Background: an optimization exercise with open tools, aiming at small area, a short achievable clock period and few clock cycles per item. Do not read the settings as production practice. Only simulation tests tie the RTL to the original design; equivalence was not proved. Power figures rest on the tool's default switching activity, not on a simulated workload.

## flow/design.v (module list and top-level ports; edited modules follow where they fit)
// module sram_dual_port: 39 lines
// module free_circular_buffer: 99 lines
// module newlib_based_allocator: 1295 lines
// module memory_manager: 156 lines
module memory_manager #(parameter XLEN = 32, parameter HEAP_SIZE = 32'h02000000
)
(
    input clk,
    input rst,
    input stall_i,
    input allocate_request,
    input [31:0] allocate_size,
    input free_request,
    input [31:0] free_addr,
    output [31:0] allocate_addr,
    output allocate_finish,
    output free_finish,
    output busy,
    output                     dmm_strobe,
    output                     dmm_rw,
    output  [XLEN-1 : 0]       dmm_addr,
    output  [XLEN-1 : 0]       dmm_data_o,
    input   [XLEN-1 : 0]       dmm_data_i,
    input                      dmm_ready_i,
    output                     bc_we_a,
    output  [9:0]              bc_addr_a,
    output  [31:0]             bc_wdata_a,
    input   [31:0]             bc_rdata_a,
    output                     bc_we_b,
    output  [9:0]              bc_addr_b,
    output  [31:0]             bc_wdata_b,
    input   [31:0]             bc_rdata_b
);
  // ...
==> flow/run.sh <==
#!/bin/bash
# synth_recipe.tcl (not shown) runs the flow's synth.tcl, then flattens the netlist and writes it again
# the make line also repeats each setting of config.mk as NAME=value (left out here)
make -C /OpenROAD-flow-scripts/flow DESIGN_CONFIG=/design/flow/config.mk WORK_HOME=/design/flow/orfs CLKGATE_MAP_FILE= SYNTH_SCRIPT=/design/flow/synth_recipe.tcl finish
==> flow/config.mk <==
export PLATFORM = sky130hd
export DESIGN_NAME = memory_manager
export DESIGN_NICKNAME = memory_manager
export VERILOG_FILES = /design/flow/design.v
export SDC_FILE = /design/flow/constraint.sdc
export NUM_CORES = 4
export LEC_CHECK = 0
export CAP_MARGIN = 40
export CORE_MARGIN = 2
export CORE_UTILIZATION = 30
export PLACE_DENSITY = 0.5
export SLEW_MARGIN = 30
==> flow/constraint.sdc <==
create_clock -name core_clock -period 10.0 [get_ports {clk}]
set_input_delay 2.0000 -clock core_clock [delete_from_list [all_inputs] [get_ports {clk}]]
set_output_delay 2.0000 -clock core_clock [all_outputs]
set_load 0.01 [all_outputs]
==> reports/results.tsv, run 1 <==
stage	metric	value	unit
critical_path	cp_slowest_stage_delay	0.71	ns
critical_path	regToRegEndpoint	allocator.read_address[31]	
yosys	synthArstFlopShare	0	%
timing	worst_pin_slew	1.24	ns
run_status	outcome	finished clean	
finish	multi_input_area	0.0664	mm²
yosys	seq_area_frac_synth	35.6	%
die	rows	220	
die	n_tap_cell	4773	
timing	worst_slack	0.595	ns
critical_path	cp_top_family	compound AO/OA/AOI/OAI gates	
pwr	irDropWorstVdd	0.154	mV
global_route	gr-usage-met1	42.8	%
pwr	totalPowerFinal	0.0228	W
global_route	grt_pass1_wl	874000	µm
yosys	yosysTopAreaCell	edfxtp_1	
die	die_w	605	µm
critical_path	startpoint	bc_rdata_b[1]	
timing	relSlewSlack	17.2	%
critical_path	arrival	7.41	ns
yosys	synth.distinct_cells	110	
yosys	ys_warn_count	5	
finish	buffers_excl_clock	909	
route	drt_first_pass_iters	12	
finish	fin_area	0.126	mm²
critical_path	rr_startpoint	allocator.free_address_r[2]	
critical_path	crit_path_end_kind	output port	
cts	clkTransAtPathRegs	0.06	ns
critical_path	cp.buffers_inverters	2	
cts	cts_sinks	1467	
min_path	worst_hold_path_type	reg -> reg	
finish	inv_count	345	
timing	fmax	106	MHz
global_route	grtUsageTotal	34.5	%
Testbench counts, summed over its fixed seeds: cycles 592,913, ops 8,878.
==> module memory_manager, before the edit <==
module memory_manager #(parameter XLEN = 32, parameter HEAP_SIZE = 32'h02000000
)
(
    input clk,
    input rst,
    input stall_i,
    input allocate_request,
    input [31:0] allocate_size,
    input free_request,
    input [31:0] free_addr,
    output [31:0] allocate_addr,
    output allocate_finish,
    output free_finish,
    output busy,
    output                     dmm_strobe,
    output                     dmm_rw,
    output  [XLEN-1 : 0]       dmm_addr,
    output  [XLEN-1 : 0]       dmm_data_o,
    input   [XLEN-1 : 0]       dmm_data_i,
    input                      dmm_ready_i,
    output                     bc_we_a,
    output  [9:0]              bc_addr_a,
    output  [31:0]             bc_wdata_a,
    input   [31:0]             bc_rdata_a,
    output                     bc_we_b,
    output  [9:0]              bc_addr_b,
    output  [31:0]             bc_wdata_b,
    input   [31:0]             bc_rdata_b
);
localparam Idle = 0,
           DMM = 1,
           CORE = 2;
reg  [1:0] S, S_nst;
wire                         state_idle;
wire                         state_analysis;
wire                         free_request_o;
wire [31:0]                  free_address_o;
wire                         read_request;
wire [31:0]                  read_address, read_address_tmp;
wire                         write_request;
wire [31:0]                  write_address, write_address_tmp;
wire                         write_valid;
wire [31:0]                  write_data;
wire [3:0]                   write_len;
wire [3:0]                   read_len;
wire                         read_valid;
wire [31:0]                  read_data;
reg  [3:0]                   read_cnt;
reg  [3:0]                   write_cnt;
wire                         mm_strobe;
wire                         mm_rw;
wire [31:0]                   mm_address;
wire                         mm_finish;
reg                          mm_strobe_r;
wire [2:0]  allocate_finish_w;
wire        alloc_pending;
wire        fifo_empty;
assign dmm_strobe = (S == DMM) ? mm_strobe_r : 1'b0;
assign dmm_rw     = (S == DMM) ? mm_rw : 1'b0;
assign dmm_addr   = (S == DMM) ? mm_address : 32'd0;
assign dmm_data_o = (S == DMM) ? write_data : 32'd0;
assign allocate_finish = |allocate_finish_w;
assign busy = !state_idle | alloc_pending | !fifo_empty | free_request_o | (S != Idle) | mm_strobe_r;
assign mm_strobe = write_request || read_request;
assign mm_rw = write_request ? 1 : 0;
assign mm_address = write_request ? write_address_tmp :
                    read_request ? read_address_tmp :
                    0;
assign mm_finish = write_request ? ((write_cnt == write_len-1) && dmm_ready_i) ||  (write_cnt == write_len):
                   read_request ? ((read_cnt == read_len-1) && dmm_ready_i)  ||  (read_cnt == read_len):
                   0;
assign write_valid = (S == DMM && dmm_ready_i);
assign read_valid = (S == DMM && dmm_ready_i);
assign read_data = dmm_data_i;
assign read_address_tmp = read_address + (read_cnt * 4);
assign write_address_tmp = write_address + (write_cnt * 4); 
always @(posedge clk) begin
    if (rst) S <= Idle;
    else     S <= S_nst;
end
always @(*) begin
    case(S)
        Idle:
            if(mm_strobe_r) S_nst = DMM;
            else S_nst = Idle;
        DMM:
            if(mm_finish) S_nst = Idle;
            else S_nst = DMM;
        default:
            S_nst = Idle;
  endcase
end
always @(posedge clk) begin
    if(rst) mm_strobe_r <= 0;
    else if(S == Idle) mm_strobe_r <= mm_strobe;
    else if(S == DMM && !mm_finish && dmm_ready_i) mm_strobe_r <= 1;
    else mm_strobe_r <= 0;
end
always @(posedge clk) begin
    if(S == Idle) write_cnt <= 0;
    else if (S == DMM && dmm_ready_i) write_cnt <= write_cnt + 1;
    else  write_cnt <= write_cnt;
end
always @(posedge clk) begin
    if(S == Idle) read_cnt <= 0;
    else if (S == DMM && dmm_ready_i) read_cnt <= read_cnt + 1;
    else  read_cnt <= read_cnt;
end
newlib_based_allocator #(.HEAP_SIZE(HEAP_SIZE)) allocator(
   .clk(clk), 
   .rst(rst), 
   .stall_i(stall_i),
   .allocate_request(allocate_request),
   .free_request(free_request_o), 
   .free_addr(free_address_o), 
   .allocate_size(allocate_size),
   .heap_start_address(32'h90110004),
   .allocate_addr(allocate_addr), 
   .allocate_finish(allocate_finish_w),
   .read_valid(read_valid),
   .read_data(read_data), 
   .write_valid(write_valid),  
   .read_request(read_request), 
   .write_request(write_request), 
   .read_address(read_address),  
   .write_address(write_address), 
   .write_data(write_data),
   .write_len(write_len),
   .read_len(read_len),
   .state_idle(state_idle), 
   .state_analysis(state_analysis),
   .mcounter(),
   .fcounter(),
   .alloc_pending(alloc_pending),
   .bc_we_a(bc_we_a),
   .bc_addr_a(bc_addr_a),
   .bc_wdata_a(bc_wdata_a),
   .bc_rdata_a(bc_rdata_a),
   .bc_we_b(bc_we_b),
   .bc_addr_b(bc_addr_b),
   .bc_wdata_b(bc_wdata_b),
   .bc_rdata_b(bc_rdata_b)
);
free_circular_buffer c1(
  .clk(clk), 
  .rst(rst), 
  .free_request_i(free_request), 
  .free_address_i(free_addr), 
  .idle(state_idle), 
  .analysis(state_analysis), 
  .free_finish(free_finish), 
  .free_request_o(free_request_o), 
  .free_address_o(free_address_o),
  .empty_o(fifo_empty)
);       
endmodule
==> inputs of run 2 (changes only) <==
==> flow/design.v (replaced) <==
`timescale 1ns / 1ps
module memory_manager #(parameter XLEN = 32, parameter HEAP_SIZE = 32'h02000000
)
(
    input clk,
    input rst,
    input stall_i,
    input allocate_request,
    input [31:0] allocate_size,
    input free_request,
    input [31:0] free_addr,
    output [31:0] allocate_addr,
    output reg allocate_finish,
    output reg free_finish,
    output busy,
    output                     dmm_strobe,
    output                     dmm_rw,
    output  [XLEN-1 : 0]       dmm_addr,
    output  [XLEN-1 : 0]       dmm_data_o,
    input   [XLEN-1 : 0]       dmm_data_i,
    input                      dmm_ready_i,
    output reg                 bc_we_a,
    output reg [9:0]           bc_addr_a,
    output reg [31:0]          bc_wdata_a,
    input   [31:0]             bc_rdata_a,
    output reg                 bc_we_b,
    output reg [9:0]           bc_addr_b,
    output reg [31:0]          bc_wdata_b,
    input   [31:0]             bc_rdata_b
);
localparam [22:0] H_START = 23'h022000;
localparam [22:0] H_END   = H_START + HEAP_SIZE[25:3];
localparam [5:0]
  S_IDLE = 6'd0,
  S_AD0  = 6'd1,    
  S_AD1  = 6'd2,    
  S_AD1X = 6'd3,    
  S_AD1Y = 6'd4,
  S_AD1L = 6'd5,    
  S_AD1M = 6'd6,    
  S_AD1N = 6'd7,    
  S_AD2  = 6'd8,    
  S_AD2B = 6'd9,    
  S_AD3  = 6'd10,   
  S_TOPW = 6'd11,   
  S_XRN  = 6'd12,   
  S_XWN  = 6'd13,   
  S_XUNBK= 6'd14,   
  S_OSZ  = 6'd15,   
  S_OUNBK= 6'd16,   
  S_OCLR = 6'd17,   
  S_UPD1 = 6'd18,   
  S_UPD3 = 6'd19,   
  S_UPDW = 6'd20,   
  S_FRS  = 6'd21,   
  S_FRP  = 6'd22,   
  S_FPF  = 6'd23,   
  S_FPB  = 6'd24,   
  S_UFD  = 6'd25,   
  S_UBK  = 6'd26,   
  S_FCT  = 6'd27,   
  S_FRN  = 6'd28,   
  S_FCU  = 6'd29,   
  S_FRU  = 6'd30,   
  S_FNF  = 6'd31,   
  S_FNB  = 6'd32,   
  S_INS  = 6'd33,   
  S_I0   = 6'd34,   
  S_I1   = 6'd35,
  S_I2   = 6'd36,
  S_IAN  = 6'd37,   
  S_IRS  = 6'd38,
  S_IRB  = 6'd39,
  S_ILF  = 6'd40,   
  S_ILB  = 6'd41,   
  S_IH1  = 6'd42,   
  S_IH2  = 6'd43,   
  S_IH3  = 6'd44,   
  S_IFT  = 6'd45;   
localparam [1:0] LM_SUCC = 2'd0, LM_SMALLEST = 2'd1, LM_SMALL = 2'd2;
function [6:0] bin_of(input [22:0] s);
  reg [22:0] q;
  begin
    q = s >> 6;
    if (q == 0)          bin_of = s[6:0];
    else if (q <= 4)     bin_of = 7'd56  + s[9:3];
    else if (q <= 20)    bin_of = 7'd91  + s[12:6];
    else if (q <= 84)    bin_of = 7'd110 + s[15:9];
    else if (q <= 340)   bin_of = 7'd119 + s[18:12];
    else if (q <= 1364)  bin_of = 7'd124 + s[21:15];
    else                 bin_of = 7'd126;
  end
endfunction
function [1:0] word_of(input [22:0] s);
  begin
    if (s < 23'd32)       word_of = 2'd0;
    else if (s < 23'd64)  word_of = 2'd1;
    else if (s < 23'd320) word_of = 2'd2;
    else                  word_of = 2'd3;
  end
endfunction
function [2:0] ffs8(input [7:0] v);
  begin
    if      (v[0]) ffs8 = 3'd0;
    else if (v[1]) ffs8 = 3'd1;
    else if (v[2]) ffs8 = 3'd2;
    else if (v[3]) ffs8 = 3'd3;
    else if (v[4]) ffs8 = 3'd4;
    else if (v[5]) ffs8 = 3'd5;
    else if (v[6]) ffs8 = 3'd6;
    else           ffs8 = 3'd7;
  end
endfunction
function [4:0] ffs32(input [31:0] v);
  begin
    if      (|v[7:0])   ffs32 = {2'd0, ffs8(v[7:0])};
    else if (|v[15:8])  ffs32 = {2'd1, ffs8(v[15:8])};
    else if (|v[23:16]) ffs32 = {2'd2, ffs8(v[23:16])};
    else                ffs32 = {2'd3, ffs8(v[31:24])};
  end
endfunction
reg  [5:0]   st;
reg          pend;           
reg          rdw;            
reg  [22:0]  R_r;            
reg          r_big;          
reg  [22:0]  R_p;            
reg  [22:0]  R_s;            
reg  [22:0]  R_t;            
reg  [22:0]  R_fd, R_bk;     
reg  [22:0]  R_c;            
reg  [6:0]   u;              
reg  [6:0]   b_r;            
reg  [7:0]   srch_r;         
reg          bm_b;           
reg          sel_b1;         
reg  [22:0]  top_h;          
reg  [3:0]   nz;             
reg          is_free, is_oth, nphase, upd, dirty, iscached;
reg  [1:0]   lmode;
reg          fq_v;
reg  [22:0]  fq_a;
reg  [22:0]  res_h;          
reg          res_v;          
reg          fr_seen;
wire idle = (st == S_IDLE);
wire [22:0] res_u = res_h + 23'd1;
assign allocate_addr = res_v ? {6'b100100, res_u, 3'b000} : 32'd0;
wire new_free    = free_request & !fr_seen & !free_finish;
wire acc_alloc   = idle & allocate_request & !allocate_finish;
wire take_fifo   = idle & !acc_alloc & fq_v;
wire take_direct = idle & !acc_alloc & !fq_v & new_free;
wire fifo_push   = new_free & !fq_v & !take_direct;
wire fwait       = is_free & fr_seen & !fq_v;
assign busy = !idle | fq_v | pend;
wire [26:0] asz_sum = {1'b0, allocate_size[25:0]} + 27'd11;
wire        asz_big = (|allocate_size[31:26]) | asz_sum[26] | (asz_sum[25:3] > 23'h400000);
wire [22:0] asz_u   = (allocate_size[25:0] < 26'd5) ? 23'd2 : asz_sum[25:3];
wire [22:0] fa_h    = (take_fifo ? fq_a : free_addr[25:3]) - 23'd1;
wire        small_req = (R_r < 23'd63);
wire [63:0] bm64   = {bc_rdata_b, bc_rdata_a};           
wire [5:0]  rb     = R_r[5:0];
wire [5:0]  rb1    = rb + 6'd1;
wire        bm_b0  = bm64[rb];
wire        bm_b1  = bm64[rb1];
wire [63:0] m64    = bm64 & ({64{1'b1}} << rb);
wire        any_lo = |m64;
wire [5:0]  f_lo   = (|m64[31:0]) ? {1'b0, ffs32(m64[31:0])} : {1'b1, ffs32(m64[63:32])};
wire [1:0]  w_hi   = nz[2] ? 2'd2 : 2'd3;                 
wire [1:0]  bw     = b_r[6:5];
reg  [1:0]  w2;
reg         w2_v;
always @(*) begin
  w2_v = 1'b1;
  if      (bw < 2'd1 && nz[1]) w2 = 2'd1;
  else if (bw < 2'd2 && nz[2]) w2 = 2'd2;
  else if (bw < 2'd3 && nz[3]) w2 = 2'd3;
  else begin w2 = 2'd3; w2_v = 1'b0; end
end
wire [31:0] wa_gt  = bc_rdata_a & (32'hFFFFFFFE << b_r[4:0]);
wire [7:0]  srch   = (|wa_gt) ? {1'b0, bw, ffs32(wa_gt)} :
                     w2_v     ? {1'b0, w2, ffs32(bc_rdata_b)} : 8'd128;
wire [31:0] ubit   = 32'd1 << u[4:0];
wire [31:0] w_clr  = bc_rdata_a & ~ubit;
wire [31:0] w_set  = bc_rdata_a | ubit;
wire        bm_u   = bc_rdata_a[u[4:0]];
wire [22:0] rd     = dmm_data_i[25:3];         
wire [22:0] hsel   = sel_b1 ? bc_rdata_b[22:0] : bc_rdata_a[22:0];
wire        p_sub  = (st == S_FRP);
wire [22:0] p_b    = (st == S_FRP) ? rd : (st == S_OUNBK) ? R_r : R_s;
wire [22:0] addP   = R_p + (p_b ^ {23{p_sub}}) + {22'd0, p_sub};
wire        s_sub  = !((st == S_FRP) | (st == S_FNB));
wire [22:0] s_b    = (st == S_FRP) ? rd : (st == S_OUNBK) ? R_r : R_t;
wire [23:0] addS   = {1'b0, R_s} + {1'b0, s_b ^ {23{s_sub}}} + {23'd0, s_sub};
wire        c_ad3  = (st == S_AD3);
wire        c_fcu  = (st == S_FCU);
wire [22:0] c_a    = c_ad3 ? hsel : c_fcu ? R_c : top_h;
wire [22:0] c_b    = c_ad3 ? R_s  : c_fcu ? R_t : R_r;
wire [22:0] addC   = c_a + c_b;
wire        top_ok = !r_big & (addC <= H_END);            
wire        i_le   = addS[23];                            
wire        i_small = (R_bk == 23'd0) & !i_le;
wire        cp_eq  = (bc_rdata_b[22:0] == R_fd);          
wire [22:0] Ab1    = bm_b ? bc_rdata_a[22:0] : 23'd0;
wire [22:0] OS     = bc_rdata_b[22:0];
wire [23:0] d_a    = {1'b0, Ab1} - {1'b0, R_r};
wire [23:0] d_o    = {1'b0, OS} - {1'b0, R_r};
wire        a_in   = bm_b & !d_a[23] & (d_a[22:1] == 22'd0);
wire        a_big  = !d_a[23] & (d_a[22:1] != 22'd0);
wire        o_in   = !srch_r[7] & !d_o[23] & (d_o[22:1] == 22'd0);
wire        o_big  = !srch_r[7] & (srch_r >= 8'd2) & !d_o[23] & (d_o[22:1] != 22'd0);
wire [22:0] bin_in = (st == S_AD1) ? R_r : (st == S_INS) ? R_s : R_t;
wire [6:0]  bin_o  = bin_of(bin_in);
wire [1:0]  ins_w  = word_of(R_s);
reg        acc_en, acc_rw;
reg [22:0] wd_v;
reg        wd_b;
reg [1:0]  a_base;           
reg        a_p1, a_lo;       
always @(*) begin
  acc_en = 1'b0; acc_rw = 1'b0; wd_v = 23'd0; wd_b = 1'b0;
  a_base = 2'd0; a_p1 = 1'b0; a_lo = 1'b0;
  case (st)
    S_TOPW:  begin acc_en = 1'b1; acc_rw = 1'b1; wd_v = R_r; wd_b = 1'b1; a_base = 2'd1; a_lo = 1'b1; end
    S_XRN:   begin acc_en = 1'b1; a_base = 2'd1; a_lo = 1'b1; end
    S_XWN:   begin acc_en = 1'b1; acc_rw = 1'b1; wd_v = R_t; wd_b = 1'b1; a_base = 2'd1; a_lo = 1'b1; end
    S_XUNBK: begin acc_en = (R_bk != 23'd0); acc_rw = 1'b1; a_base = 2'd2; a_p1 = 1'b1; end
    S_OSZ:   begin acc_en = 1'b1; acc_rw = 1'b1; wd_v = R_r; wd_b = 1'b1; a_lo = 1'b1; end
    S_OUNBK: begin acc_en = (R_bk != 23'd0); acc_rw = 1'b1; a_base = 2'd2; a_p1 = 1'b1; end
    S_UPD1:  begin acc_en = u[6]; a_base = 2'd2; a_lo = 1'b1; end
    S_UPD3:  begin acc_en = 1'b1; a_base = 2'd2; a_p1 = 1'b1; a_lo = 1'b1; end
    S_FRS:   begin acc_en = 1'b1; a_lo = 1'b1; end
    S_FRP:   begin acc_en = 1'b1; end
    S_FPF:   begin acc_en = 1'b1; a_p1 = 1'b1; end
    S_FPB:   begin acc_en = 1'b1; a_p1 = 1'b1; a_lo = 1'b1; end
    S_UFD:   begin acc_en = (R_fd != 23'd0); acc_rw = 1'b1; wd_v = R_bk; a_base = 2'd3; a_p1 = 1'b1; a_lo = 1'b1; end
    S_UBK:   begin acc_en = (R_bk != 23'd0); acc_rw = 1'b1; wd_v = R_fd; a_base = 2'd2; a_p1 = 1'b1; end
    S_FRN:   begin acc_en = 1'b1; a_base = 2'd1; a_lo = 1'b1; end
    S_FCU:   begin acc_en = 1'b1; acc_rw = 1'b1; wd_v = R_t; a_base = 2'd1; a_lo = 1'b1; end
    S_FRU:   begin acc_en = 1'b1; a_base = 2'd3; a_lo = 1'b1; end
    S_FNF:   begin acc_en = 1'b1; a_base = 2'd1; a_p1 = 1'b1; end
    S_FNB:   begin acc_en = 1'b1; a_base = 2'd1; a_p1 = 1'b1; a_lo = 1'b1; end
    S_IRS:   begin acc_en = 1'b1; a_base = 2'd1; a_lo = 1'b1; end
    S_IRB:   begin acc_en = 1'b1; a_base = 2'd1; a_p1 = 1'b1; a_lo = 1'b1; end
    S_ILF:   begin acc_en = (R_fd != 23'd0); acc_rw = 1'b1; wd_v = R_p; a_base = 2'd3; a_p1 = 1'b1; a_lo = 1'b1; end
    S_ILB:   begin acc_en = 1'b1; acc_rw = 1'b1; wd_v = R_p; a_base = 2'd1; a_p1 = 1'b1; a_lo = (lmode == LM_SMALLEST); end
    S_IH1:   begin acc_en = dirty; acc_rw = 1'b1; wd_v = R_s; wd_b = 1'b1; a_lo = 1'b1; end
    S_IH2:   begin acc_en = 1'b1; acc_rw = 1'b1; wd_v = R_fd; a_p1 = 1'b1; end
    S_IH3:   begin acc_en = 1'b1; acc_rw = 1'b1; wd_v = R_bk; a_p1 = 1'b1; a_lo = 1'b1; end
    S_IFT:   begin acc_en = 1'b1; acc_rw = 1'b1; wd_v = R_s; a_base = 2'd1; end
    default: ;
  endcase
end
wire strobe  = acc_en & !pend & !rdw & !(acc_rw & fwait);
wire wr_go   = strobe & acc_rw;              
wire rd_done = rdw & dmm_ready_i;            
wire skip    = !acc_en;
wire res_ok  = !pend | dmm_ready_i;
wire [22:0] a_b = (a_base == 2'd0) ? R_p : (a_base == 2'd1) ? R_c :
                  (a_base == 2'd2) ? R_bk : R_fd;
wire [22:0] a_h = a_b + {22'd0, a_p1};
assign dmm_strobe = strobe;
assign dmm_rw     = acc_rw;
assign dmm_addr   = {6'b100100, a_h, a_lo, 2'b00};
assign dmm_data_o = {6'd0, wd_v, 2'b00, wd_b};
always @(*) begin
  bc_we_a = 1'b0; bc_addr_a = 10'd0; bc_wdata_a = 32'd0;
  bc_we_b = 1'b0; bc_addr_b = 10'd0; bc_wdata_b = 32'd0;
  case (st)
    S_IDLE, S_AD0: begin                
      bc_addr_a = 10'd0;
      bc_addr_b = 10'd4;
    end
    S_AD1: begin                        
      bc_addr_a = {4'b1000, rb};
      bc_addr_b = {4'b1000, rb1};
    end
    S_AD1X: bc_addr_a = {6'd0, w_hi, 2'd0};
    S_AD1L: begin
      bc_addr_a = {6'd0, bw, 2'd0};
      bc_addr_b = {6'd0, w2, 2'd0};
    end
    S_AD1N, S_AD2: begin
      bc_addr_a = {1'b0, b_r, 2'd1};
      bc_addr_b = {1'b0, srch_r[6:0], 2'd1};
    end
    S_AD2B: bc_addr_a = {3'b100, u};
    S_AD3, S_XRN, S_OSZ: begin
      bc_addr_a = {1'b0, u, 2'd1};
      bc_addr_b = {1'b0, u, 2'd3};
    end
    S_XWN, S_OUNBK: bc_addr_a = {6'd0, u[6:5], 2'd0};
    S_XUNBK: begin
      bc_we_a = (R_bk == 23'd0); bc_addr_a = {6'd0, u[6:5], 2'd0}; bc_wdata_a = w_clr;
    end
    S_OCLR: begin
      bc_we_a = 1'b1; bc_addr_a = {6'd0, u[6:5], 2'd0}; bc_wdata_a = w_clr;
    end
    S_UPD3: begin
      bc_we_a = 1'b1; bc_addr_a = {1'b0, u, 2'd1}; bc_wdata_a = {9'd0, u[6] ? R_t : {16'd0, u}};
      bc_we_b = 1'b1; bc_addr_b = {3'b100, u};     bc_wdata_b = {9'd0, R_bk};
    end
    S_UPDW: begin
      bc_we_a = 1'b1; bc_addr_a = {1'b0, u, 2'd3}; bc_wdata_a = {9'd0, R_t};
    end
    S_FPB, S_FNB: bc_addr_b = {3'b100, u};
    S_UFD: begin
      bc_addr_a = {6'd0, u[6:5], 2'd0};
      bc_addr_b = {3'b100, u};
    end
    S_UBK: begin
      if (R_fd == 23'd0 && R_bk == 23'd0) begin
        bc_we_a = 1'b1; bc_addr_a = {6'd0, u[6:5], 2'd0}; bc_wdata_a = w_clr;
      end else begin
        bc_we_a = iscached; bc_addr_a = {1'b0, u, 2'd3}; bc_wdata_a = {9'd0, R_bk};
      end
    end
    S_INS: bc_addr_a = {6'd0, ins_w, 2'd0};
    S_I0: begin
      if (bm_u) begin
        bc_addr_a = {1'b0, u, 2'd1};
        bc_addr_b = {3'b100, u};
      end else begin
        bc_we_a = 1'b1; bc_addr_a = {6'd0, u[6:5], 2'd0}; bc_wdata_a = w_set;
      end
    end
    S_I1: begin
      bc_addr_a = {1'b0, u, 2'd3};
      bc_addr_b = {3'b100, u};
    end
    S_I2, S_IAN, S_IRS, S_IRB: bc_addr_b = {3'b100, u};
    S_ILB: begin
      bc_we_a = upd; bc_addr_a = {1'b0, u, 2'd3}; bc_wdata_a = {9'd0, R_p};
    end
    S_IH2: begin
      bc_we_a = (R_fd == 23'd0); bc_addr_a = {1'b0, u, 2'd1}; bc_wdata_a = {9'd0, R_s};
      bc_we_b = (R_fd == 23'd0); bc_addr_b = {3'b100, u};     bc_wdata_b = {9'd0, R_p};
    end
    S_IH3: begin
      bc_we_a = (R_fd == 23'd0); bc_addr_a = {1'b0, u, 2'd3}; bc_wdata_a = {9'd0, R_bk};
    end
    default: ;
  endcase
end
always @(posedge clk) begin
  if (rst) begin
    st <= S_IDLE;
    pend <= 1'b0;
    rdw <= 1'b0;
    top_h <= H_START;
    nz <= 4'd0;
    allocate_finish <= 1'b0;
    res_v <= 1'b0;
    res_h <= 23'd0;
    free_finish <= 1'b0;
    fq_v <= 1'b0;
    fr_seen <= 1'b0;
    is_free <= 1'b0;
  end else begin
    if (strobe) begin
      pend <= 1'b1;
      rdw  <= !acc_rw;
    end else if (dmm_ready_i) begin
      pend <= 1'b0;
      rdw  <= 1'b0;
    end
    free_finish <= take_direct | fifo_push | (free_request & fr_seen);
    if (!free_request) fr_seen <= 1'b0;
    else if (take_direct | fifo_push) fr_seen <= 1'b1;
    if (fifo_push) begin
      fq_v <= 1'b1;
      fq_a <= free_addr[25:3];
    end else if (take_fifo)
      fq_v <= 1'b0;
    if (allocate_finish & !stall_i)
      allocate_finish <= 1'b0;
    if (bc_we_a && bc_addr_a[9:4] == 6'd0 && bc_addr_a[1:0] == 2'd0)
      nz[bc_addr_a[3:2]] <= |bc_wdata_a;
    case (st)
      S_IDLE: begin
        if (acc_alloc) begin
          R_r <= asz_u;
          r_big <= asz_big;
          is_free <= 1'b0;
          is_oth <= 1'b0;
          st <= S_AD1;
        end else if (take_fifo | take_direct) begin
          R_p <= fa_h;
          is_free <= 1'b1;
          is_oth <= 1'b0;
          nphase <= 1'b0;
          dirty <= 1'b0;
          st <= S_FRS;
        end
      end
      S_AD0: st <= S_AD1;
      S_AD1: begin
        b_r <= bin_o;
        if (!r_big & !small_req) begin
          st <= S_AD1L;
        end else if (!r_big & (bm_b0 | bm_b1)) begin   
          u <= {1'b0, bm_b0 ? rb : rb1};
          sel_b1 <= !bm_b0 & res_ok;
          R_s <= {17'd0, bm_b0 ? rb : rb1};
          st <= res_ok ? S_AD3 : S_AD2B;
        end else if (!r_big & any_lo) begin          
          u <= {1'b0, f_lo};
          sel_b1 <= 1'b0;
          is_oth <= 1'b1;
          st <= S_AD2B;
        end else if (!r_big & (nz[2] | nz[3])) begin  
          st <= S_AD1X;
        end else if (!res_ok) begin
          st <= S_AD0;
        end else begin
          if (top_ok) begin
            res_v <= 1'b1; res_h <= top_h; R_c <= top_h;
            st <= S_TOPW;
          end else begin
            res_v <= 1'b0;
            st <= S_IDLE;
          end
          allocate_finish <= 1'b1;
        end
      end
      S_AD1X: st <= S_AD1Y;
      S_AD1Y: begin
        u <= {w_hi, ffs32(bc_rdata_a)};
        sel_b1 <= 1'b0;
        is_oth <= 1'b1;
        st <= S_AD2B;
      end
      S_AD1L: st <= S_AD1M;
      S_AD1M: begin
        bm_b <= bc_rdata_a[b_r[4:0]];
        srch_r <= srch;
        st <= S_AD1N;
      end
      S_AD1N: st <= S_AD2;
      S_AD2: begin
        sel_b1 <= 1'b0;
        if (a_in | o_in) begin
          u <= a_in ? b_r : srch_r[6:0];
          R_s <= a_in ? Ab1 : OS;
          st <= S_AD2B;
        end else if (a_big | o_big) begin
          u <= a_big ? b_r : srch_r[6:0];
          is_oth <= 1'b1;
          st <= S_AD2B;
        end else if (res_ok) begin
          if (top_ok) begin
            res_v <= 1'b1; res_h <= top_h; R_c <= top_h;
            st <= S_TOPW;
          end else begin
            res_v <= 1'b0;
            st <= S_IDLE;
          end
          allocate_finish <= 1'b1;
        end
      end
      S_AD2B: if (res_ok) st <= S_AD3;
      S_AD3: begin
        R_p <= hsel;
        res_v <= 1'b1;
        res_h <= hsel;
        allocate_finish <= 1'b1;
        R_c <= addC;                                   
        st <= is_oth ? S_OSZ : S_XRN;
      end
      S_TOPW: if (wr_go) begin
        top_h <= addC;
        st <= S_IDLE;
      end
      S_XRN: begin
        R_bk <= bc_rdata_b[22:0];
        if (rd_done) begin
          R_t <= rd;
          st <= S_XWN;
        end
      end
      S_XWN: if (wr_go) st <= S_XUNBK;
      S_XUNBK: if (skip | wr_go) st <= (R_bk == 23'd0) ? S_IDLE : S_UPD1;
      S_OSZ: begin
        R_s <= bc_rdata_a[22:0];
        R_bk <= bc_rdata_b[22:0];
        if (wr_go) st <= S_OUNBK;
      end
      S_OUNBK: if (skip | wr_go) begin
        R_p <= addP;
        R_s <= addS[22:0];
        dirty <= 1'b1;
        st <= (R_bk == 23'd0) ? S_OCLR : S_UPD1;
      end
      S_OCLR: st <= S_INS;
      S_UPD1: if (skip | rd_done) begin
        if (rd_done) R_t <= rd;
        st <= S_UPD3;
      end
      S_UPD3: if (rd_done) begin
        R_t <= rd;
        st <= S_UPDW;
      end
      S_UPDW: begin
        if (is_free) st <= nphase ? S_INS : S_FCT;
        else if (is_oth) st <= S_INS;
        else st <= S_IDLE;
      end
      S_FRS: if (rd_done) begin
        R_s <= rd;
        st <= dmm_data_i[0] ? S_FCT : S_FRP;
      end
      S_FRP: if (rd_done) begin
        R_t <= rd;
        R_p <= addP;
        R_s <= addS[22:0];
        dirty <= 1'b1;
        st <= S_FPF;
      end
      S_FPF: begin
        u <= bin_o;
        if (rd_done) begin
          R_fd <= rd;
          st <= S_FPB;
        end
      end
      S_FPB: if (rd_done) begin
        R_bk <= rd;
        st <= S_UFD;
      end
      S_UFD: begin
        iscached <= cp_eq;
        if (skip | wr_go) st <= S_UBK;
      end
      S_UBK: if (skip | wr_go) begin
        if (R_fd == 23'd0 && R_bk != 23'd0)
          st <= S_UPD1;
        else
          st <= nphase ? S_INS : S_FCT;
      end
      S_FCT: begin
        if (addP == top_h) begin
          top_h <= R_p;
          st <= S_IDLE;
        end else begin
          R_c <= addP;
          st <= S_FRN;
        end
      end
      S_FRN: if (rd_done) begin
        R_t <= rd;
        st <= S_FCU;
      end
      S_FCU: begin
        nphase <= 1'b1;
        u <= bin_o;
        R_fd <= addC;                                  
        if (wr_go) st <= (addC == top_h) ? S_INS : S_FRU;
      end
      S_FRU: if (rd_done) st <= dmm_data_i[0] ? S_INS : S_FNF;
      S_FNF: if (rd_done) begin
        R_fd <= rd;
        st <= S_FNB;
      end
      S_FNB: if (rd_done) begin
        R_bk <= rd;
        R_s <= addS[22:0];
        dirty <= 1'b1;
        st <= S_UFD;
      end
      S_INS: begin
        u <= bin_o;
        st <= S_I0;
      end
      S_I0: begin
        if (bm_u) st <= S_I1;
        else begin
          R_fd <= 23'd0; R_bk <= 23'd0;
          st <= S_IH1;
        end
      end
      S_I1: begin
        R_c <= bc_rdata_b[22:0];
        R_t <= bc_rdata_a[22:0];
        if (R_s < 23'd64) begin
          R_fd <= 23'd0; R_bk <= bc_rdata_b[22:0];
          lmode <= LM_SMALL; upd <= 1'b0;
          st <= S_ILB;
        end else
          st <= S_I2;
      end
      S_I2: begin
        R_bk <= bc_rdata_a[22:0];
        R_fd <= 23'd0;
        st <= S_IAN;
      end
      S_IAN: begin
        upd <= ((R_fd == 23'd0) & (R_bk == 23'd0) & i_small) | (cp_eq & !i_small);
        if (i_le) begin
          lmode <= LM_SUCC;
          st <= S_ILF;
        end else if (i_small) begin
          lmode <= LM_SMALLEST;
          st <= S_ILB;
        end else begin
          R_fd <= R_c;
          R_c <= R_bk;
          st <= S_IRS;
        end
      end
      S_IRS: if (rd_done) begin
        R_t <= rd;
        st <= S_IRB;
      end
      S_IRB: if (rd_done) begin
        R_bk <= rd;
        st <= S_IAN;
      end
      S_ILF: if (skip | wr_go) st <= S_ILB;
      S_ILB: if (wr_go) begin
        if (lmode == LM_SUCC) begin
          R_bk <= R_c;
        end else if (lmode == LM_SMALLEST) begin
          R_fd <= R_c; R_bk <= 23'd0;
        end
        st <= S_IH1;
      end
      S_IH1: begin
        R_c <= addP;                                   
        if (skip | wr_go) st <= S_IH2;
      end
      S_IH2: if (wr_go) st <= S_IH3;
      S_IH3: if (wr_go) st <= S_IFT;
      S_IFT: if (wr_go) st <= S_IDLE;
      default: st <= S_IDLE;
    endcase
  end
end
endmodule
==> reports/results.tsv, run 2 <==
stage	metric	value	unit	change
finish	nNetsFinal	5486		was 13100
critical_path	worst-setup-path-type	in -> reg		was in -> out
yosys	synth-seq-cells	279		was 1467
yosys	synth_edf_count	216		was 910
cts	cts_resized	0		unchanged
critical_path	worstPathRequired	10.32	ns	was 8.00 ns
yosys	yosys.area_share.xor_xnor	6.15	%	was 7.35%
die	ioPinCount	353		unchanged
critical_path	crit_path_end_kind	flip-flop		was output port
global_route	grt_pass1_vias	41700		was 99400
route	wirelength	238000	µm	was 656000 µm
timing	finalMaxSlewViolations	0		unchanged
global_route	antenna_found_initial	22		was 113
cts	clkTransAtPathRegs	0.05	ns	was 0.06 ns
finish	syn_to_final_growth	17.6	%	was 16.9%
critical_path	arrival	8.84	ns	was 7.41 ns
yosys	ys_warn_count	1		was 5
timing	worst_slack	1.48	ns	was 0.595 ns
finish	finish.utilization	35.6	%	was 35.2%
yosys	synth_top_area_share	17.0	%	was 25.3%
cts	cts_sinks	279		was 1467
timing	worst_pin_slew	1.24	ns	about the same
yosys	synth_common_cells	nand2_1 (524), nor2_1 (487), a21oi_1 (364), o21ai_0 (317), clkbuf_1 (303)		was nand2_1 (1305), nor2_1 (1065), edfxtp_1 (910), a21oi_1 (880), o21ai_0 (841)
timing	clock_skew	0.0638	ns	was 0.0966 ns
route	num_vias	46100		was 108000
critical_path	worstSetupStartpointType	input port		unchanged
cts	cts_hold_buffers	0		unchanged
die	start_util	30.3	%	was 30.1%
yosys	postSynthAreaPerCell	7.58	µm²	was 9.07 µm²
placed_design	hpwlAfterDp	184000	µm	was 491000 µm
die	rows	130		was 220
timing	min_period	8.52	ns	was 9.41 ns
critical_path	critPathMaxFanout	23		was 6
timing	setup_viol	0		unchanged
pwr	totalPowerFinal	0.0104	W	was 0.0228 W
run	drv_cap	0		unchanged
global_route	grt_max_degree	59		was 109
yosys	synth-compound-area-share	30.9	%	was 21.0%
placed_design	place_ws	1.34	ns	was 0.775 ns
cts	clk_latency	0.67	ns	was 0.94 ns
global_route	gr-total-overflow	0		unchanged
die	die_w	360	µm	was 605 µm
route	viasPerCell	6.70		was 6.29
min_path	worst_hold_path_type	reg -> reg		unchanged
yosys	synth_top_family_by_area	compound AO/OA/AOI/OAI gates		unchanged
route	ant_nets	0		unchanged
cts	clk_path_buf_depth	3		was 4
die	core_area	0.126	mm²	was 0.359 mm²
placed_design	portBuffers	303		was 351
yosys	synthCells	5021		was 11900
pwr	irDropWorstVdd	0.142	mV	was 0.154 mV
pwr	leakage	16.3	nW	was 45.5 nW
global_route	grt_pass1_wl	329000	µm	was 874000 µm
placed_design	finalWeightedCongestion	1.06		about the same
die	dieHeight	360	µm	was 605 µm
route	avgRoutedWirePerCell	34.7	µm	was 38.1 µm
finish	drive_gt1_share	10.3	%	was 11.4%
cts	htreeDepth	2		was 4
cts	cts-buffers-inserted	42		was 181
yosys	synth_area_leaders	edfxtp_1 (17%), nand2_1 (5.2%), nor2_1 (4.8%), a21oi_1 (4.8%), ha_1 (4.4%)		was edfxtp_1 (25%), dfxtp_1 (10%), ha_1 (7.7%), mux4_2 (5.8%), nand2_1 (4.5%)
finish	final_cell_mix	nand2_1 (524), nor2_1 (476), a21oi_1 (363)		was nand2_1 (1299), nor2_1 (1029), edfxtp_1 (910)
finish	fillers	13200		was 37200
timing	hold_viol	0		unchanged
timing	fin_tns_setup	0	ns	unchanged
pwr	power_density	232	mW/mm²	was 181 mW/mm²
yosys	synth-main-ff-cell	edfxtp_1		unchanged
cts	ctsRootBufferMaster	clkbuf_16		unchanged
yosys	synth.distinct_cells	115		was 110
yosys	yosys-mux-area-fraction	8.10	%	was 7.37%
cts	post_cts_buffers	0		unchanged
timing	fin_crit_sh	85.2	%	was 94.1%
timing	rsz0062_at_grt	no		unchanged
die	dieArea	0.130	mm²	was 0.366 mm²
timing	fmax	117	MHz	was 106 MHz
yosys	synth_most_common_cell	nand2_1		unchanged
yosys	synth_area	0.0381	mm²	was 0.108 mm²
route	drt_iter0_markers	8475		was 16300
timing	relSlewSlack	17.4	%	was 17.2%
global_route	grtUsageTotal	35.0	%	was 34.5%
cts	cts_tree	done		unchanged
finish	instances_no_fill	6872		was 17200
yosys	yosysTopAreaCell	edfxtp_1		unchanged
yosys	synthArstFlopShare	0	%	unchanged
yosys	synth-simple-area-share	23.4	%	was 16.3%
yosys	synthAdderAreaFrac	4.67	%	was 8.51%
finish	layout_commonest_cell	nand2_1		unchanged
route	drt_first_pass_iters	11		was 12
route	drcViolationCount	0		unchanged
yosys	seq_area_frac_synth	20.4	%	was 35.6%
run_status	outcome	finished clean		unchanged
placed_design	place_inst	6779		was 16800
-- run 2: changes by cell type in the layout (fill, tap and decap cells not counted), moves of 157 or more --
cell | before | now
inv_1 | 337 | 131
dfxtp_1 | 552 | 58
nand2_1 | 1299 | 524
xnor2_1 | 482 | 139
ha_1 | 664 | 134
mux4_2 | 279 | 55
buf_4 | 484 | 197
a211oi_1 | 210 | 53
edfxtp_1 | 910 | 216
nor2_1 | 1029 | 476
o21ai_0 | 835 | 315
xor2_1 | 355 | 116
a21oi_1 | 874 | 363
-- run 2: stage by stage --
stage / instance area, µm² / hold slack, ns
finish: 44800 / 0.522
global route: 44700 / 0.560
CTS: 44700 / 0.533
detailed placement: 43300 / 0.522
global placement: 43000 / 0.521
floorplan: 38200 / 0.497
-- run 2: final cells by class --
cell class                 count  area [µm²]  area share, %
sequential                   279        7750           17.3
tap                         1650        2060           4.61
clock buffer                  55        1170           2.62
multi-input combinational   4188       28200           63.1
antenna                       10        25.0         0.0559
timing repair buffer         533        4830           10.8
clock inverter                20         176          0.394
inverter                     137         514           1.15
-- run 2: logic make-up (layout without fill, tap and decap cells) --
logic type | Yosys count | in the layout
muxes | 234 | 234
DFF | 279 | 279
other | 2 | 42
AOI/OAI and AO/OA | 1696 | 1696
xor gates and xnor gates | 260 | 260
and+or+nand+nor | 1827 | 1827
adders and majority gates | 139 | 139
buffers and inverters | 584 | 745
-- run 2: final timing paths --
check	start	slack, ns	to	cells past startpoint
max	bc_rdata_b[1]	1.48	R_c[8]	19
min	allocate_finish	0.52	allocate_finish	2
max reg2reg	st[2]	2.05	top_h[7]	21
min reg2reg	allocate_finish	0.52	allocate_finish	2
-- run 2: layer usage --
layer	GRT usage [%]	wire, µm	vias up
met4	20.4	17100	10
met5	0	65	-
li1	-	-	19500
met2	49.6	95300	3616
met3	12.4	33200	776
met1	45.5	92600	22200
-- run 2: critical path, stage by stage --
cell             delay, ns
clkdlybuf4s50_1       0.78
mux2i_1               0.70
nor2_1                0.25
o21bai_1              0.27
fa_1                  0.52
a211oi_1              0.42
o21bai_1              0.16
buf_4                 0.20
a31oi_1               0.21
xor2_1                0.46
nand4_1               0.34
nor4_1                0.41
o311ai_0              0.22
o32ai_2               0.82
nand2_1               0.27
nand2_1               0.13
o211ai_1              0.10
nor4_2                0.29
buf_12                0.24
-- run 2: power breakdown --
group	switching (W)	internal [W]	total [W]
Combinational	0.00440	0.00239	0.00679
Sequential	0.000533	0.00152	0.00205
Clock	0.000686	0.000859	0.00154
Testbench counts of run 2, summed over its fixed seeds: cycles 193,020, ops 8,878.
==> inputs of run 3 (changes only) <==
--- a/flow/design.v
+++ b/flow/design.v
@@ -33,5 +33,5 @@
 localparam [5:0]
   S_IDLE = 6'd0,
-  S_AD0  = 6'd1,    
+  S_TWAIT= 6'd1,    
   S_AD1  = 6'd2,    
   S_AD1X = 6'd3,    
@@ -46,7 +46,6 @@
   S_XRN  = 6'd12,   
   S_XWN  = 6'd13,   
-  S_XUNBK= 6'd14,   
   S_OSZ  = 6'd15,   
-  S_OUNBK= 6'd16,   
+  S_OUN  = 6'd16,   
   S_OCLR = 6'd17,   
   S_UPD1 = 6'd18,   
@@ -74,8 +73,9 @@
   S_ILF  = 6'd40,   
   S_ILB  = 6'd41,   
-  S_IH1  = 6'd42,   
-  S_IH2  = 6'd43,   
-  S_IH3  = 6'd44,   
-  S_IFT  = 6'd45;   
+  S_IOB  = 6'd42,   
+  S_IH1  = 6'd43,   
+  S_IH2  = 6'd44,   
+  S_IH3  = 6'd45,   
+  S_IFT  = 6'd46;   
 localparam [1:0] LM_SUCC = 2'd0, LM_SMALLEST = 2'd1, LM_SMALL = 2'd2;
 function [6:0] bin_of(input [22:0] s);
@@ -137,5 +137,9 @@
 reg  [22:0]  top_h;          
 reg  [3:0]   nz;             
-reg          is_free, is_oth, nphase, upd, dirty, iscached;
+reg          is_free, is_oth, nphase, upd, dirty;
+reg          xh;             
+reg          fdh;            
+reg          fru1;           
+reg          bmv;            
 reg  [1:0]   lmode;
 reg          fq_v;
@@ -154,4 +158,11 @@
 wire fwait       = is_free & fr_seen & !fq_v;
 assign busy = !idle | fq_v | pend;
+wire [9:0]  asz_lo  = {1'b0, allocate_size[8:0]} + 10'd11;
+wire        asz_sml = (allocate_size[31:9] == 23'd0) & (allocate_size[8:0] < 9'd493);
+wire [5:0]  asz_b   = (allocate_size[8:0] < 9'd5) ? 6'd2 : asz_lo[8:3];
+wire        any_ge  = |({bc_rdata_b, bc_rdata_a} & ({64{1'b1}} << asz_b));
+wire        roomy   = top_h <= H_END - 23'd63;
+wire        res_ok0 = !pend | dmm_ready_i;
+wire        fast_top = bmv & asz_sml & !any_ge & !nz[2] & !nz[3] & roomy & res_ok0;
 wire [26:0] asz_sum = {1'b0, allocate_size[25:0]} + 27'd11;
 wire        asz_big = (|allocate_size[31:26]) | asz_sum[26] | (asz_sum[25:3] > 23'h400000);
@@ -188,8 +199,8 @@
 wire [22:0] hsel   = sel_b1 ? bc_rdata_b[22:0] : bc_rdata_a[22:0];
 wire        p_sub  = (st == S_FRP);
-wire [22:0] p_b    = (st == S_FRP) ? rd : (st == S_OUNBK) ? R_r : R_s;
+wire [22:0] p_b    = ((st == S_FRP) | (st == S_FRS)) ? rd : (st == S_OUN) ? R_r : R_s;
 wire [22:0] addP   = R_p + (p_b ^ {23{p_sub}}) + {22'd0, p_sub};
-wire        s_sub  = !((st == S_FRP) | (st == S_FNB));
-wire [22:0] s_b    = (st == S_FRP) ? rd : (st == S_OUNBK) ? R_r : R_t;
+wire        s_sub  = !((st == S_FRP) | (st == S_FNB) | (st == S_FRU));
+wire [22:0] s_b    = (st == S_FRP) ? rd : (st == S_OUN) ? R_r : R_t;
 wire [23:0] addS   = {1'b0, R_s} + {1'b0, s_b ^ {23{s_sub}}} + {23'd0, s_sub};
 wire        c_ad3  = (st == S_AD3);
@@ -202,4 +213,6 @@
 wire        i_small = (R_bk == 23'd0) & !i_le;
 wire        cp_eq  = (bc_rdata_b[22:0] == R_fd);          
+wire        hd_p   = (bc_rdata_b[22:0] == R_p);           
+wire        hd_n   = (bc_rdata_b[22:0] == R_c);           
 wire [22:0] Ab1    = bm_b ? bc_rdata_a[22:0] : 23'd0;
 wire [22:0] OS     = bc_rdata_b[22:0];
@@ -210,5 +223,5 @@
 wire        o_in   = !srch_r[7] & !d_o[23] & (d_o[22:1] == 22'd0);
 wire        o_big  = !srch_r[7] & (srch_r >= 8'd2) & !d_o[23] & (d_o[22:1] != 22'd0);
-wire [22:0] bin_in = (st == S_AD1) ? R_r : (st == S_INS) ? R_s : R_t;
+wire [22:0] bin_in = (st == S_AD1) ? R_r : ((st == S_INS) | (st == S_FRU)) ? R_s : rd;
 wire [6:0]  bin_o  = bin_of(bin_in);
 wire [1:0]  ins_w  = word_of(R_s);
@@ -225,7 +238,5 @@
     S_XRN:   begin acc_en = 1'b1; a_base = 2'd1; a_lo = 1'b1; end
     S_XWN:   begin acc_en = 1'b1; acc_rw = 1'b1; wd_v = R_t; wd_b = 1'b1; a_base = 2'd1; a_lo = 1'b1; end
-    S_XUNBK: begin acc_en = (R_bk != 23'd0); acc_rw = 1'b1; a_base = 2'd2; a_p1 = 1'b1; end
     S_OSZ:   begin acc_en = 1'b1; acc_rw = 1'b1; wd_v = R_r; wd_b = 1'b1; a_lo = 1'b1; end
-    S_OUNBK: begin acc_en = (R_bk != 23'd0); acc_rw = 1'b1; a_base = 2'd2; a_p1 = 1'b1; end
     S_UPD1:  begin acc_en = u[6]; a_base = 2'd2; a_lo = 1'b1; end
     S_UPD3:  begin acc_en = 1'b1; a_base = 2'd2; a_p1 = 1'b1; a_lo = 1'b1; end
@@ -234,6 +245,6 @@
     S_FPF:   begin acc_en = 1'b1; a_p1 = 1'b1; end
     S_FPB:   begin acc_en = 1'b1; a_p1 = 1'b1; a_lo = 1'b1; end
-    S_UFD:   begin acc_en = (R_fd != 23'd0); acc_rw = 1'b1; wd_v = R_bk; a_base = 2'd3; a_p1 = 1'b1; a_lo = 1'b1; end
-    S_UBK:   begin acc_en = (R_bk != 23'd0); acc_rw = 1'b1; wd_v = R_fd; a_base = 2'd2; a_p1 = 1'b1; end
+    S_UFD:   begin acc_en = (R_fd != 23'd0) & !fdh; acc_rw = 1'b1; wd_v = R_bk; a_base = 2'd3; a_p1 = 1'b1; a_lo = 1'b1; end
+    S_UBK:   begin acc_en = (R_bk != 23'd0) & !xh; acc_rw = 1'b1; wd_v = R_fd; a_base = 2'd2; a_p1 = 1'b1; end
     S_FRN:   begin acc_en = 1'b1; a_base = 2'd1; a_lo = 1'b1; end
     S_FCU:   begin acc_en = 1'b1; acc_rw = 1'b1; wd_v = R_t; a_base = 2'd1; a_lo = 1'b1; end
@@ -243,6 +254,7 @@
     S_IRS:   begin acc_en = 1'b1; a_base = 2'd1; a_lo = 1'b1; end
     S_IRB:   begin acc_en = 1'b1; a_base = 2'd1; a_p1 = 1'b1; a_lo = 1'b1; end
-    S_ILF:   begin acc_en = (R_fd != 23'd0); acc_rw = 1'b1; wd_v = R_p; a_base = 2'd3; a_p1 = 1'b1; a_lo = 1'b1; end
-    S_ILB:   begin acc_en = 1'b1; acc_rw = 1'b1; wd_v = R_p; a_base = 2'd1; a_p1 = 1'b1; a_lo = (lmode == LM_SMALLEST); end
+    S_ILF:   begin acc_en = (R_fd != 23'd0) & !upd; acc_rw = 1'b1; wd_v = R_p; a_base = 2'd3; a_p1 = 1'b1; a_lo = 1'b1; end
+    S_ILB:   begin acc_en = !((lmode == LM_SMALLEST) & upd); acc_rw = 1'b1; wd_v = R_p; a_base = 2'd1; a_p1 = 1'b1; a_lo = (lmode == LM_SMALLEST); end
+    S_IOB:   begin acc_en = 1'b1; acc_rw = 1'b1; wd_v = R_bk; a_base = 2'd1; a_p1 = 1'b1; a_lo = 1'b1; end
     S_IH1:   begin acc_en = dirty; acc_rw = 1'b1; wd_v = R_s; wd_b = 1'b1; a_lo = 1'b1; end
     S_IH2:   begin acc_en = 1'b1; acc_rw = 1'b1; wd_v = R_fd; a_p1 = 1'b1; end
@@ -252,5 +264,6 @@
   endcase
 end
-wire strobe  = acc_en & !pend & !rdw & !(acc_rw & fwait);
+localparam WR_OVERLAP = 1'b1;
+wire strobe  = acc_en & !rdw & (!pend | (WR_OVERLAP & dmm_ready_i & acc_rw)) & !(acc_rw & fwait);
 wire wr_go   = strobe & acc_rw;              
 wire rd_done = rdw & dmm_ready_i;            
@@ -268,5 +281,5 @@
   bc_we_b = 1'b0; bc_addr_b = 10'd0; bc_wdata_b = 32'd0;
   case (st)
-    S_IDLE, S_AD0: begin                
+    S_IDLE, S_TOPW: begin               
       bc_addr_a = 10'd0;
       bc_addr_b = 10'd4;
@@ -286,10 +299,14 @@
     end
     S_AD2B: bc_addr_a = {3'b100, u};
-    S_AD3, S_XRN, S_OSZ: begin
+    S_AD3, S_OSZ: begin
       bc_addr_a = {1'b0, u, 2'd1};
       bc_addr_b = {1'b0, u, 2'd3};
     end
-    S_XWN, S_OUNBK: bc_addr_a = {6'd0, u[6:5], 2'd0};
-    S_XUNBK: begin
+    S_XRN: begin
+      bc_addr_a = {6'd0, u[6:5], 2'd0};
+      bc_addr_b = {1'b0, u, 2'd3};
+    end
+    S_OUN: bc_addr_a = {6'd0, u[6:5], 2'd0};
+    S_XWN: begin
       bc_we_a = (R_bk == 23'd0); bc_addr_a = {6'd0, u[6:5], 2'd0}; bc_wdata_a = w_clr;
     end
@@ -304,23 +321,27 @@
       bc_we_a = 1'b1; bc_addr_a = {1'b0, u, 2'd3}; bc_wdata_a = {9'd0, R_t};
     end
-    S_FPB, S_FNB: bc_addr_b = {3'b100, u};
-    S_UFD: begin
-      bc_addr_a = {6'd0, u[6:5], 2'd0};
+    S_FPF, S_FPB, S_FCU: begin          
+      bc_addr_a = {1'b0, u, 2'd3};
       bc_addr_b = {3'b100, u};
     end
+    S_FRU: bc_addr_a = {6'd0, ins_w, 2'd0};
+    S_FNF, S_FNB: bc_addr_b = {3'b100, u};
+    S_UFD: begin
+      if (fdh) begin
+        bc_we_a = 1'b1; bc_addr_a = {1'b0, u, 2'd3}; bc_wdata_a = {9'd0, R_bk};
+      end else
+        bc_addr_a = {6'd0, u[6:5], 2'd0};
+    end
     S_UBK: begin
-      if (R_fd == 23'd0 && R_bk == 23'd0) begin
-        bc_we_a = 1'b1; bc_addr_a = {6'd0, u[6:5], 2'd0}; bc_wdata_a = w_clr;
-      end else begin
-        bc_we_a = iscached; bc_addr_a = {1'b0, u, 2'd3}; bc_wdata_a = {9'd0, R_bk};
-      end
+      bc_we_a = xh & (R_bk == 23'd0); bc_addr_a = {6'd0, u[6:5], 2'd0}; bc_wdata_a = w_clr;
     end
     S_INS: bc_addr_a = {6'd0, ins_w, 2'd0};
     S_I0: begin
       if (bm_u) begin
-        bc_addr_a = {1'b0, u, 2'd1};
+        bc_addr_a = {1'b0, u, !u[6], 1'b1};           
         bc_addr_b = {3'b100, u};
-      end else begin
+      end else begin                    
         bc_we_a = 1'b1; bc_addr_a = {6'd0, u[6:5], 2'd0}; bc_wdata_a = w_set;
+        bc_we_b = 1'b1; bc_addr_b = {3'b100, u};       bc_wdata_b = {9'd0, R_p};
       end
     end
@@ -333,10 +354,10 @@
       bc_we_a = upd; bc_addr_a = {1'b0, u, 2'd3}; bc_wdata_a = {9'd0, R_p};
     end
-    S_IH2: begin
-      bc_we_a = (R_fd == 23'd0); bc_addr_a = {1'b0, u, 2'd1}; bc_wdata_a = {9'd0, R_s};
-      bc_we_b = (R_fd == 23'd0); bc_addr_b = {3'b100, u};     bc_wdata_b = {9'd0, R_p};
+    S_IOB: begin
+      bc_we_b = 1'b1; bc_addr_b = {3'b100, u}; bc_wdata_b = {9'd0, R_p};
     end
-    S_IH3: begin
-      bc_we_a = (R_fd == 23'd0); bc_addr_a = {1'b0, u, 2'd3}; bc_wdata_a = {9'd0, R_bk};
+    S_IFT: begin                        
+      bc_we_a = (R_fd == 23'd0); bc_addr_a = {1'b0, u, 2'd1}; bc_wdata_a = {9'd0, R_s};
+      bc_we_b = (R_fd == 23'd0); bc_addr_b = {1'b0, u, 2'd3}; bc_wdata_b = {9'd0, R_bk};
     end
     default: ;
@@ -346,4 +367,5 @@
   if (rst) begin
     st <= S_IDLE;
+    bmv <= 1'b0;
     pend <= 1'b0;
     rdw <= 1'b0;
@@ -358,4 +380,5 @@
     is_free <= 1'b0;
   end else begin
+    bmv <= (st == S_IDLE) | (st == S_TOPW);
     if (strobe) begin
       pend <= 1'b1;
@@ -384,5 +407,10 @@
           is_free <= 1'b0;
           is_oth <= 1'b0;
-          st <= S_AD1;
+          if (fast_top) begin
+            res_v <= 1'b1; res_h <= top_h; R_c <= top_h;
+            allocate_finish <= 1'b1;
+            st <= S_TOPW;
+          end else
+            st <= S_AD1;
         end else if (take_fifo | take_direct) begin
           R_p <= fa_h;
@@ -394,5 +422,14 @@
         end
       end
-      S_AD0: st <= S_AD1;
+      S_TWAIT: if (res_ok) begin
+        if (top_ok) begin
+          res_v <= 1'b1; res_h <= top_h; R_c <= top_h;
+          st <= S_TOPW;
+        end else begin
+          res_v <= 1'b0;
+          st <= S_IDLE;
+        end
+        allocate_finish <= 1'b1;
+      end
       S_AD1: begin
         b_r <= bin_o;
@@ -412,5 +449,5 @@
           st <= S_AD1X;
         end else if (!res_ok) begin
-          st <= S_AD0;
+          st <= S_TWAIT;
         end else begin
           if (top_ok) begin
@@ -448,5 +485,7 @@
           is_oth <= 1'b1;
           st <= S_AD2B;
-        end else if (res_ok) begin
+        end else if (!res_ok) begin
+          st <= S_TWAIT;
+        end else begin
           if (top_ok) begin
             res_v <= 1'b1; res_h <= top_h; R_c <= top_h;
@@ -479,12 +518,11 @@
         end
       end
-      S_XWN: if (wr_go) st <= S_XUNBK;
-      S_XUNBK: if (skip | wr_go) st <= (R_bk == 23'd0) ? S_IDLE : S_UPD1;
+      S_XWN: if (wr_go) st <= (R_bk == 23'd0) ? S_IDLE : S_UPD1;
       S_OSZ: begin
         R_s <= bc_rdata_a[22:0];
         R_bk <= bc_rdata_b[22:0];
-        if (wr_go) st <= S_OUNBK;
+        if (wr_go) st <= S_OUN;
       end
-      S_OUNBK: if (skip | wr_go) begin
+      S_OUN: begin
         R_p <= addP;
         R_s <= addS[22:0];
@@ -508,30 +546,37 @@
       S_FRS: if (rd_done) begin
         R_s <= rd;
-        st <= dmm_data_i[0] ? S_FCT : S_FRP;
+        R_c <= addP;                                   
+        st <= dmm_data_i[0] ? S_FRN : S_FRP;
       end
-      S_FRP: if (rd_done) begin
+      S_FRP: if (rd_done) begin                        
         R_t <= rd;
         R_p <= addP;
         R_s <= addS[22:0];
         dirty <= 1'b1;
+        u <= bin_o;
         st <= S_FPF;
       end
-      S_FPF: begin
-        u <= bin_o;
-        if (rd_done) begin
+      S_FPF: if (rd_done) begin
+        xh <= hd_p;
+        if (hd_p) begin                                
+          R_fd <= 23'd0;
+          R_bk <= bc_rdata_a[22:0];
+          fdh <= 1'b0;
+          st <= S_UFD;
+        end else begin
           R_fd <= rd;
           st <= S_FPB;
         end
       end
-      S_FPB: if (rd_done) begin
-        R_bk <= rd;
-        st <= S_UFD;
-      end
-      S_UFD: begin
-        iscached <= cp_eq;
-        if (skip | wr_go) st <= S_UBK;
+      S_FPB: begin
+        fdh <= cp_eq;
+        if (rd_done) begin
+          R_bk <= rd;
+          st <= S_UFD;
+        end
       end
+      S_UFD: if (skip | wr_go) st <= S_UBK;
       S_UBK: if (skip | wr_go) begin
-        if (R_fd == 23'd0 && R_bk != 23'd0)
+        if (xh && R_bk != 23'd0)
           st <= S_UPD1;
         else
@@ -539,32 +584,55 @@
       end
       S_FCT: begin
-        if (addP == top_h) begin
+        R_c <= addP;
+        st <= S_FRN;
+      end
+      S_FRN: if (rd_done) begin
+        if (R_c == top_h) begin                        
           top_h <= R_p;
           st <= S_IDLE;
         end else begin
-          R_c <= addP;
-          st <= S_FRN;
+          R_t <= rd;
+          u <= bin_o;
+          st <= S_FCU;
         end
       end
-      S_FRN: if (rd_done) begin
-        R_t <= rd;
-        st <= S_FCU;
-      end
       S_FCU: begin
         nphase <= 1'b1;
-        u <= bin_o;
         R_fd <= addC;                                  
+        fru1 <= 1'b1;
         if (wr_go) st <= (addC == top_h) ? S_INS : S_FRU;
       end
-      S_FRU: if (rd_done) st <= dmm_data_i[0] ? S_INS : S_FNF;
+      S_FRU: begin
+        fru1 <= 1'b0;
+        if (fru1) begin                                
+          xh <= hd_n;
+          R_bk <= bc_rdata_a[22:0];
+        end
+        if (rd_done) begin
+          if (dmm_data_i[0]) begin                     
+            u <= bin_o;
+            st <= S_I0;
+          end else if (xh) begin                       
+            R_fd <= 23'd0;
+            fdh <= 1'b0;
+            R_s <= addS[22:0];
+            dirty <= 1'b1;
+            st <= S_UFD;
+          end else
+            st <= S_FNF;
+        end
+      end
       S_FNF: if (rd_done) begin
         R_fd <= rd;
         st <= S_FNB;
       end
-      S_FNB: if (rd_done) begin
-        R_bk <= rd;
-        R_s <= addS[22:0];
-        dirty <= 1'b1;
-        st <= S_UFD;
+      S_FNB: begin
+        fdh <= cp_eq;
+        if (rd_done) begin
+          R_bk <= rd;
+          R_s <= addS[22:0];
+          dirty <= 1'b1;
+          st <= S_UFD;
+        end
       end
       S_INS: begin
@@ -576,16 +644,19 @@
         else begin
           R_fd <= 23'd0; R_bk <= 23'd0;
-          st <= S_IH1;
+          R_c <= addP;                                 
+          st <= dirty ? S_IH1 : S_IFT;
         end
       end
       S_I1: begin
         R_c <= bc_rdata_b[22:0];
-        R_t <= bc_rdata_a[22:0];
-        if (R_s < 23'd64) begin
-          R_fd <= 23'd0; R_bk <= bc_rdata_b[22:0];
+        if (R_s < 23'd64) begin                        
+          R_bk <= bc_rdata_a[22:0];
+          R_fd <= 23'd0;
           lmode <= LM_SMALL; upd <= 1'b0;
           st <= S_ILB;
-        end else
+        end else begin
+          R_t <= bc_rdata_a[22:0];
           st <= S_I2;
+        end
       end
       S_I2: begin
@@ -617,18 +688,31 @@
       end
       S_ILF: if (skip | wr_go) st <= S_ILB;
-      S_ILB: if (wr_go) begin
-        if (lmode == LM_SUCC) begin
-          R_bk <= R_c;
-        end else if (lmode == LM_SMALLEST) begin
+      S_ILB: if (skip | wr_go) begin
+        if (lmode == LM_SMALLEST) begin
           R_fd <= R_c; R_bk <= 23'd0;
-        end
-        st <= S_IH1;
+          st <= dirty ? S_IH1 : S_IH2;
+        end else if (lmode == LM_SUCC && R_fd != 23'd0) begin
+          R_bk <= R_c;
+          st <= dirty ? S_IH1 : S_IH2;
+        end else
+          st <= S_IOB;                                 
       end
-      S_IH1: begin
+      S_IOB: if (wr_go) begin
+        R_bk <= R_c;
         R_c <= addP;                                   
-        if (skip | wr_go) st <= S_IH2;
+        st <= dirty ? S_IH1 : S_IFT;
+      end
+      S_IH1: begin
+        R_c <= addP;
+        if (wr_go) st <= (R_fd != 23'd0) ? S_IH2 : S_IFT;
+      end
+      S_IH2: begin
+        R_c <= addP;
+        if (wr_go) st <= S_IH3;
+      end
+      S_IH3: begin
+        R_c <= addP;
+        if (wr_go) st <= S_IFT;
       end
-      S_IH2: if (wr_go) st <= S_IH3;
-      S_IH3: if (wr_go) st <= S_IFT;
       S_IFT: if (wr_go) st <= S_IDLE;
       default: st <= S_IDLE;
==> reports/results.tsv, run 3 <==
stage	metric	value	unit	change
timing	fmax	118	MHz	was 117 MHz
route	viasPerCell	6.77		was 6.70
cts	clk_latency	0.67	ns	about the same
route	ant_nets	0		unchanged
critical_path	worst-setup-path-type	reg -> out		was in -> reg
critical_path	critPathMaxFanout	35		was 23
pwr	internal-power	0.00512	W	was 0.00477 W
pwr	pwr-share-clk	15.6	%	was 14.9%
min_path	hold_start	nz[1]		was allocate_finish
timing	fin_crit_sh	84.6	%	was 85.2%
pwr	power_density	231	mW/mm²	was 232 mW/mm²
pwr	p_switching	0.00593	W	was 0.00562 W
die	dieHeight	372	µm	was 360 µm
placed_design	finalWeightedCongestion	1.06		about the same
yosys	synth_top_area_share	16.1	%	was 17.0%
route	drt_iter0_markers	9433		was 8475
yosys	synthCells	5469		was 5021
global_route	antenna_found_initial	15		was 22
pwr	leakage	17.5	nW	was 16.3 nW
critical_path	crit_path_end_kind	output port		was flip-flop
yosys	synth_area	0.0406	mm²	was 0.0381 mm²
route	wirelength	263000	µm	was 238000 µm
global_route	grt_pass1_wl	360000	µm	was 329000 µm
critical_path	cp_slowest_stage_delay	0.83	ns	was 0.82 ns
min_path	whs_path_depth	2		unchanged
cts	post_cts_buffers	0		unchanged
finish	final_cell_mix	nand2_1 (600), nor2_1 (520), o21ai_0 (336)		was nand2_1 (524), nor2_1 (476), a21oi_1 (363)
placed_design	portBuffers	303		unchanged
finish	drive_gt1_share	10.8	%	was 10.3%
route	drcViolationCount	0		unchanged
cts	clk_path_buf_depth	3		unchanged
critical_path	worstRegToRegCells	22		was 21
die	ioPinCount	353		unchanged
run_status	outcome	finished clean		unchanged
placed_design	hpwlAfterDp	199000	µm	was 184000 µm
timing	finalMaxSlewViolations	0		unchanged
placed_design	place_ws	1.77	ns	was 1.34 ns
yosys	postSynthAreaPerCell	7.42	µm²	was 7.58 µm²
pwr	combPwrFrac	65.2	%	was 65.4%
critical_path	cp.buffers_inverters	2		was 3
cts	cts_hold_buffers	0		unchanged
critical_path	worstPathRequired	8.00	ns	was 10.32 ns
finish	finish.utilization	35.7	%	was 35.6%
route	drt_first_pass_iters	14		was 11
die	die_w	372	µm	was 360 µm
timing	rsz0062_at_grt	no		unchanged
finish	fin_area	0.0477	mm²	was 0.0448 mm²
critical_path	cp_top_family	simple AND/OR/NAND/NOR gates		was compound AO/OA/AOI/OAI gates
yosys	synth_edf_count	218		was 216
==> run 3: cells by family (layout without fill, tap and decap cells) <==
kind of cell               Yosys count  count (layout)  share of synthesized area, %
AOI/OAI and AO/OA                 1697            1697                          29.1
other                                2              44                        0.0185
and+or+nand+nor                   2069            2069                          24.8
buffers and inverters              689             835                          6.91
DFF                                282             282                          19.3
xor gates and xnor gates           300             300                          6.48
muxes                              290             290                          8.96
adders and majority gates          140             140                          4.41
==> run 3: routing by layer <==
| layer | share of wire [%] | vias up | wire (µm) | track usage [%] |
|---|---|---|---|---|
| met2 | 38 | 4321 | 100000 | 48.7 |
| li1 | - | 20900 | - | - |
| met5 | 0.072 | - | 190 | 0.874 |
| met4 | 7.6 | 6 | 19900 | 22.2 |
| met1 | 39 | 24200 | 102000 | 48.1 |
| met3 | 16 | 879 | 40800 | 14.5 |
==> run 3: worst max-delay path by stage <==
stage                               from            to  slack, ns  depth (start not counted)
after floorplan           bc_rdata_a[11]        R_c[0]       1.45                         16
after global routing               st[2]  dmm_addr[22]       1.48                         15
after detailed placement   bc_rdata_b[5]     res_h[10]       1.77                         20
after CTS                          st[2]  dmm_addr[25]       1.77                         13
final                              st[2]  dmm_addr[22]       1.54                         15
after global placement     bc_rdata_b[5]     res_h[22]       1.77                         16
==> run 3: cell type report <==
type                       count  area, µm²
multi-input combinational   4528      30300
fill                       14200      86000
sequential                   282       7840
clock buffer                  51       1150
timing repair buffer         590       5260
tap                         1768       2210
antenna                       12       30.0
clock inverter                30        365
inverter                     164        616
==> run 3: power by group through the flow <==
stage          sequential, W  combinational (W)  clock (W)
6_report             0.00211            0.00721    0.00173
5_1_grt              0.00210            0.00751    0.00176
4_1_cts              0.00207            0.00686    0.00172
3_5_place_dp         0.00209            0.00683          0
3_3_place_gp         0.00210            0.00677          0
2_1_floorplan        0.00177            0.00427          0
==> run 3: through the flow <==
step | std cells | total power [W]
2_1_floorplan | 5499 | 0.00604
3_3_place_gp | 7299 | 0.00887
3_5_place_dp | 7326 | 0.00891
4_1_cts | 7407 | 0.0106
5_1_grt | 7416 | 0.0114
6_report | 7425 | 0.0111
==> run 3: worst min-delay path: cells and delay by family (launching register included) <==
kind          cells  cell delay [ns]
flops             1             0.32
simple gates      2             0.12
Testbench counts of run 3, summed over its fixed seeds: cycles 138,520, ops 8,878.

Re-timed with assumed drivers on the ports (clkbuf_16 on the clock, buf_2 on other inputs), run 3 has 1.460 ns of setup slack against 1.538 ns with ideal ports, and 1.457 ns once port delays also move by the mid clock arrival of 0.727 ns.
